This design comes from an exercise in tuning for small area, a short achievable clock period and few clock cycles on the open sky130 flow, not from production work.
Function was checked by simulation only, so behaviour that the tests miss may differ from the original.
Power and IR drop assume default switching activity.

==> trial 37: inputs <==
==> flow/design.v (excerpt) <==
module SET ( clk , rst, en, central, radius, mode, busy, valid, candidate );
input clk, rst;
input en;
input [23:0] central;
input [11:0] radius;
input [1:0] mode;
output busy;
output reg valid;
output [7:0] candidate;
function [3:0] dist0; input [4:0] i;
  case (i)
    5'd0: dist0 = 4'd1;
    5'd1: dist0 = 4'd5;
    5'd2: dist0 = 4'd0;
    5'd3: dist0 = 4'd4;
    5'd4: dist0 = 4'd1;
    5'd5: dist0 = 4'd3;
    5'd6: dist0 = 4'd2;
    5'd7: dist0 = 4'd2;
    5'd8: dist0 = 4'd3;
    5'd9: dist0 = 4'd1;
    5'd10: dist0 = 4'd4;
    5'd11: dist0 = 4'd0;
    5'd12: dist0 = 4'd5;
    5'd13: dist0 = 4'd1;
    5'd14: dist0 = 4'd6;
    5'd15: dist0 = 4'd2;
    5'd16: dist0 = 4'd7;
    5'd17: dist0 = 4'd3;
    5'd18: dist0 = 4'd8;
    5'd19: dist0 = 4'd4;
    5'd20: dist0 = 4'd9;
    5'd21: dist0 = 4'd5;
    5'd22: dist0 = 4'd10;
    5'd23: dist0 = 4'd6;
    5'd24: dist0 = 4'd11;
    5'd25: dist0 = 4'd7;
    5'd26: dist0 = 4'd12;
    5'd27: dist0 = 4'd8;
    5'd28: dist0 = 4'd13;
    5'd29: dist0 = 4'd9;
    5'd30: dist0 = 4'd14;
    5'd31: dist0 = 4'd10;
    default: dist0 = 4'd0;
  endcase
endfunction
function [3:0] dist1; input [4:0] i;
  case (i)
    5'd0: dist1 = 4'd2;
    5'd1: dist1 = 4'd6;
    5'd2: dist1 = 4'd1;
    5'd3: dist1 = 4'd5;
    5'd4: dist1 = 4'd0;
    5'd5: dist1 = 4'd4;
    5'd6: dist1 = 4'd1;
    5'd7: dist1 = 4'd3;
    5'd8: dist1 = 4'd2;
    5'd9: dist1 = 4'd2;
    5'd10: dist1 = 4'd3;
    5'd11: dist1 = 4'd1;
    5'd12: dist1 = 4'd4;
    5'd13: dist1 = 4'd0;
    5'd14: dist1 = 4'd5;
    5'd15: dist1 = 4'd1;
    5'd16: dist1 = 4'd6;
    5'd17: dist1 = 4'd2;
    5'd18: dist1 = 4'd7;
    5'd19: dist1 = 4'd3;
    5'd20: dist1 = 4'd8;
    5'd21: dist1 = 4'd4;
    5'd22: dist1 = 4'd9;
    5'd23: dist1 = 4'd5;
    5'd24: dist1 = 4'd10;
    5'd25: dist1 = 4'd6;
    5'd26: dist1 = 4'd11;
    5'd27: dist1 = 4'd7;
    5'd28: dist1 = 4'd12;
    5'd29: dist1 = 4'd8;
    5'd30: dist1 = 4'd13;
    5'd31: dist1 = 4'd9;
    default: dist1 = 4'd0;
  endcase
endfunction
function [3:0] dist2; input [4:0] i;
  case (i)
    5'd0: dist2 = 4'd3;
    5'd1: dist2 = 4'd7;
    5'd2: dist2 = 4'd2;
    5'd3: dist2 = 4'd6;
    5'd4: dist2 = 4'd1;
    5'd5: dist2 = 4'd5;
    5'd6: dist2 = 4'd0;
  ...
Settings: LEC_CHECK=0, ABC_AREA=1, CAP_MARGIN=20, CORE_MARGIN=2, CORE_UTILIZATION=60, PLACE_DENSITY=0.85, SETUP_SLACK_MARGIN=1.5, SLEW_MARGIN=20; clock period 9.0 ns.
standard.sh (not shown) runs the stock make flow with config.mk's settings and CLKGATE_MAP_FILE= SYNTH_SCRIPT=/design/flow/synth_recipe.tcl, a recipe that flattens the netlist after the stock synthesis.
==> flow/flow/run.sh <==
#!/bin/bash
# Layout: the standard flow (standard.sh) with one change: buffer_ports
# puts a sky130_fd_sc_hd__buf_4 on every input and output port instead of the
# slow delay-cell buffer it picks by default. Every port still gets a buffer.
set -e
export BUFFER_PORTS_ARGS="-buffer_cell sky130_fd_sc_hd__buf_4"
bash standard.sh finish > standard.log 2>&1
==> trial 5 (differences from trial 37) <==
--- a/flow/config.mk
+++ b/flow/config.mk
@@ -11,3 +11,3 @@
 export CORE_UTILIZATION = 60
-export PLACE_DENSITY = 0.85
+export GPL_ROUTABILITY_DRIVEN = 0
 export SETUP_SLACK_MARGIN = 1.5
==> build 36 (differences from trial 37) <==
--- a/flow/config.mk
+++ b/flow/config.mk
@@ -11,3 +11,2 @@
 export CORE_UTILIZATION = 60
-export PLACE_DENSITY = 0.85
 export SETUP_SLACK_MARGIN = 1.5
==> impl_metrics.ini <==
[outcome]
status = complete, no violations

[power_and_ir_drop]
power.total_uw = 2650
seqPwrFrac = 0.079

[route]
finalWirelength_um = 47500
wl_per_cell_um = 14.5

[placement]
pre_cts_slack_ns = 1.79
(the above is from trial 5)
==> impl_metrics.ini <==
[power_and_ir_drop]
power.total_uw = 2670
cellPowerDensity_nw_per_um2 = 175
seqPwrFrac = 0.078

[clock_tree]
post_cts_buffers = 0
cts.sinks = 26
cts_tree = yes

[worst_setup_path]
r2r-end = cs3[1]$_DFF_P_
slowest_stage = fa_1

[route]
finalWirelength_um = 49800
wl_per_cell_um = 15.2

[worst_hold_path]
min_path_cells = 2

[outcome]
status = complete, no violations
(the above is from trial 37)
==> impl_metrics.ini <==
[route]
finalWirelength_um = 48200
wl_per_cell_um = 14.7
route.met2.wl_um = 20900

[outcome]
status = complete, no violations

[power_and_ir_drop]
clock_power_share = 0.049
power.total_uw = 2670
seqPwrFrac = 0.079
(the above is from build 36)
Testbench counts of trial 37, summed over its fixed seeds: cycles 648.
Testbench counts of trial 5, summed over its fixed seeds: cycles 648.
Testbench counts of build 36, summed over its fixed seeds: cycles 648.

* * *

==> run G <==
Another version of the RTL of SET (not shown whole).
==> flow/config.mk <==
export PLATFORM = sky130hd
export DESIGN_NAME = SET
export DESIGN_NICKNAME = SET
export VERILOG_FILES = /design/flow/design.v
export SDC_FILE = /design/flow/constraint.sdc
export NUM_CORES = 4
export LEC_CHECK = 0
export ABC_AREA = 1
export CAP_MARGIN = 20
export CORE_MARGIN = 2
export CORE_UTILIZATION = 70
export PLACE_DENSITY = 0.72
export SETUP_SLACK_MARGIN = 1.5
export SLEW_MARGIN = 20
==> flow/constraint.sdc <==
create_clock -name core_clock -period 9.0 [get_ports {clk}]
set_input_delay 1.8000 -clock core_clock [delete_from_list [all_inputs] [get_ports {clk}]]
set_output_delay 1.8000 -clock core_clock [all_outputs]
set_load 0.01 [all_outputs]
Scripts as last shown in full above: flow/flow/run.sh
==> inputs of run F, as changes to run G <==
==> flow/run.sh (new file) <==
#!/bin/bash
# synth_recipe.tcl (not shown) runs the flow's synth.tcl, then flattens the netlist and writes it again
# the make line also repeats each setting of config.mk as NAME=value (left out here)
make -C /OpenROAD-flow-scripts/flow DESIGN_CONFIG=/design/flow/config.mk WORK_HOME=/design/flow/orfs CLKGATE_MAP_FILE= SYNTH_SCRIPT=/design/flow/synth_recipe.tcl finish
CORE_UTILIZATION = 60   (was 70)
PLACE_DENSITY = unset   (was 0.72)
SETUP_SLACK_MARGIN = unset   (was 1.5)
removed: flow/flow/run.sh
removed: flow/standard.sh
==> run notes <==
In run G the clock skew is lower than in run F, by 0.0045 ns. In run G the first-iteration DRC count is larger than in run F, by 16%. Sequential share of layout area: run F is lower than run G (0.059 points). Against run F, the critical path depth of run G is lower by 3. In run G the routed wire length is lower than in run F, by 2.3%. In run F the power is higher than in run G, by 1.9%. Area after synthesis is the same in run G and run F. Clock power is about the same in run F and run G. In flip-flop and latch count, run G and run F do not differ. Cell count: run F is larger than run G (about 1.9%). Between run G and run F, the lower design area is in run G (gap about 1.7%, measured against run F).
==> figures <==
metric                                                        run F         run G
Peak VDD IR                                                0.457 mV      0.304 mV
Drt total wl                                               49200 um      48100 um
Final design utilization                                      64.3%         73.4%
R2r worst-path depth                                             33            23
Clock network share of area                                  0.672%        0.684%
Fraction of met3 tracks used by global routing                3.62%         6.01%
Transition time at the pin with the least slew margin      0.911 ns       1.10 ns
Int Pwr                                                     1.20 mW       1.14 mW
Global-route wire length before repair                     81500 um      80100 um
RePlAce Congestion                                             1.08          1.08
Count of non-filler cells in the finished layout               3270          3210
Final critical-path required period                         7.70 ns       7.05 ns
Height of the die                                            162 um        150 um
Growth of design area from synthesis to finish                5.08%         3.29%
Critical path depth                                              28            25
Run status                                 timing/DRC/antenna clean  timing/DRC/antenna clean
Placement Rows                                                   57            53
Fill cell instance count of the final layout                   2542          1921
Via count of the first global-routing pass                    17.9k         17.5k
Worst Slack Setup Final                                     1.30 ns       1.95 ns
Reg-to-reg slack, setup                                     2.75 ns       2.49 ns
First element of the critical path                        radius[2]    central[1]
Area after detailed placement                          0.0155 sq mm  0.0153 sq mm
Testbench counts of run G, summed over its fixed seeds: cycles 648.
Testbench counts of run F, summed over its fixed seeds: cycles 648.

* * *

==> run H: inputs <==
SET, a different RTL version from the one above (not shown whole).
Settings: LEC_CHECK=0, ABC_AREA=1, CAP_MARGIN=20, CORE_MARGIN=2, CORE_UTILIZATION=60, SETUP_SLACK_MARGIN=1.0, SLEW_MARGIN=20; clock period 9.0 ns.
run.sh (not shown) runs the stock make flow with config.mk's settings and CLKGATE_MAP_FILE= SYNTH_SCRIPT=/design/flow/synth_recipe.tcl, a recipe that flattens the netlist after the stock synthesis.
Stock flow here: none of the scripts above is used.
==> inputs of run Z, as changes to run H <==
--- a/flow/config.mk
+++ b/flow/config.mk
@@ -9,5 +9,4 @@
 export CAP_MARGIN = 20
 export CORE_MARGIN = 2
 export CORE_UTILIZATION = 60
-export SETUP_SLACK_MARGIN = 1.0
 export SLEW_MARGIN = 20
==> run notes <==
fillcell total about 2500; GRT Util Overall 36.7%; sequential power share under 10%; VDD IR max around 0.00020 V; sequential power 0.133 mW; status timing/DRC/antenna clean; Max Freq approximately 120 MHz; Tightest Pin Transition roughly 860 ps
# the run above: run Z

==> run notes <==
status timing/DRC/antenna clean; sequential power share between 5 and 6%; reg2reg start phase$_DFF_PP0_; VDD IR max roughly 0.0002 V; Max Freq 131 MHz; Tightest Pin Transition 853 ps; sequential power 0.132 mW; fillcell total 2386
# the run above: run H

Testbench counts of run H, summed over its fixed seeds: cycles 648.
Testbench counts of run Z, summed over its fixed seeds: cycles 648.

## static timing again, ports no longer ideal
Ports are ideal in the flow. The routed layouts listed here were re-timed in OpenROAD.
Step 1: set_driving_cell puts a clkbuf_16 on clk and a buf_2 on each other input, an assumption about the parent block.
Step 2, shift: input delay + t, output delay - t, t = (earliest + latest rising clock arrival at the registers) / 2. This alone moves slack from input paths to output paths.
Three values: ideal, step 1, step 2; two values: the first two.
run	shift t [ns]	slack for setup (ns)	worst hold slack (ns)	worst slew at a driven data input, ns	pins driven straight from the clock port
trial 37	0.285	1.914 / 1.919 / 1.634	0.474 / 0.474 / 0.474	0.04	1
trial 5	0.287	1.930 / 1.933 / 1.645	0.480 / 0.480 / 0.480	0.03	1
build 36	0.291	1.914 / 1.917 / 1.626	0.471 / 0.471 / 0.471	0.04	1
run G	0.289	1.950 / 1.955 / 1.666	0.484 / 0.484 / 0.484	0.03	1
run F	0.296	1.295 / 1.298 / 1.002	0.480 / 0.480 / 0.480	0.04	1
run H	0.272	1.365 / 1.358 / 1.086	0.514 / 0.514 / 0.514	0.04	1
run Z	0.272	0.546 / 0.550 / 0.278	0.514 / 0.514 / 0.514	0.04	1
After both steps every run listed still meets setup and hold. For run F, which loses most, drivers alone change the setup slack by +0.003 ns; drivers and shift together by -0.293 ns.
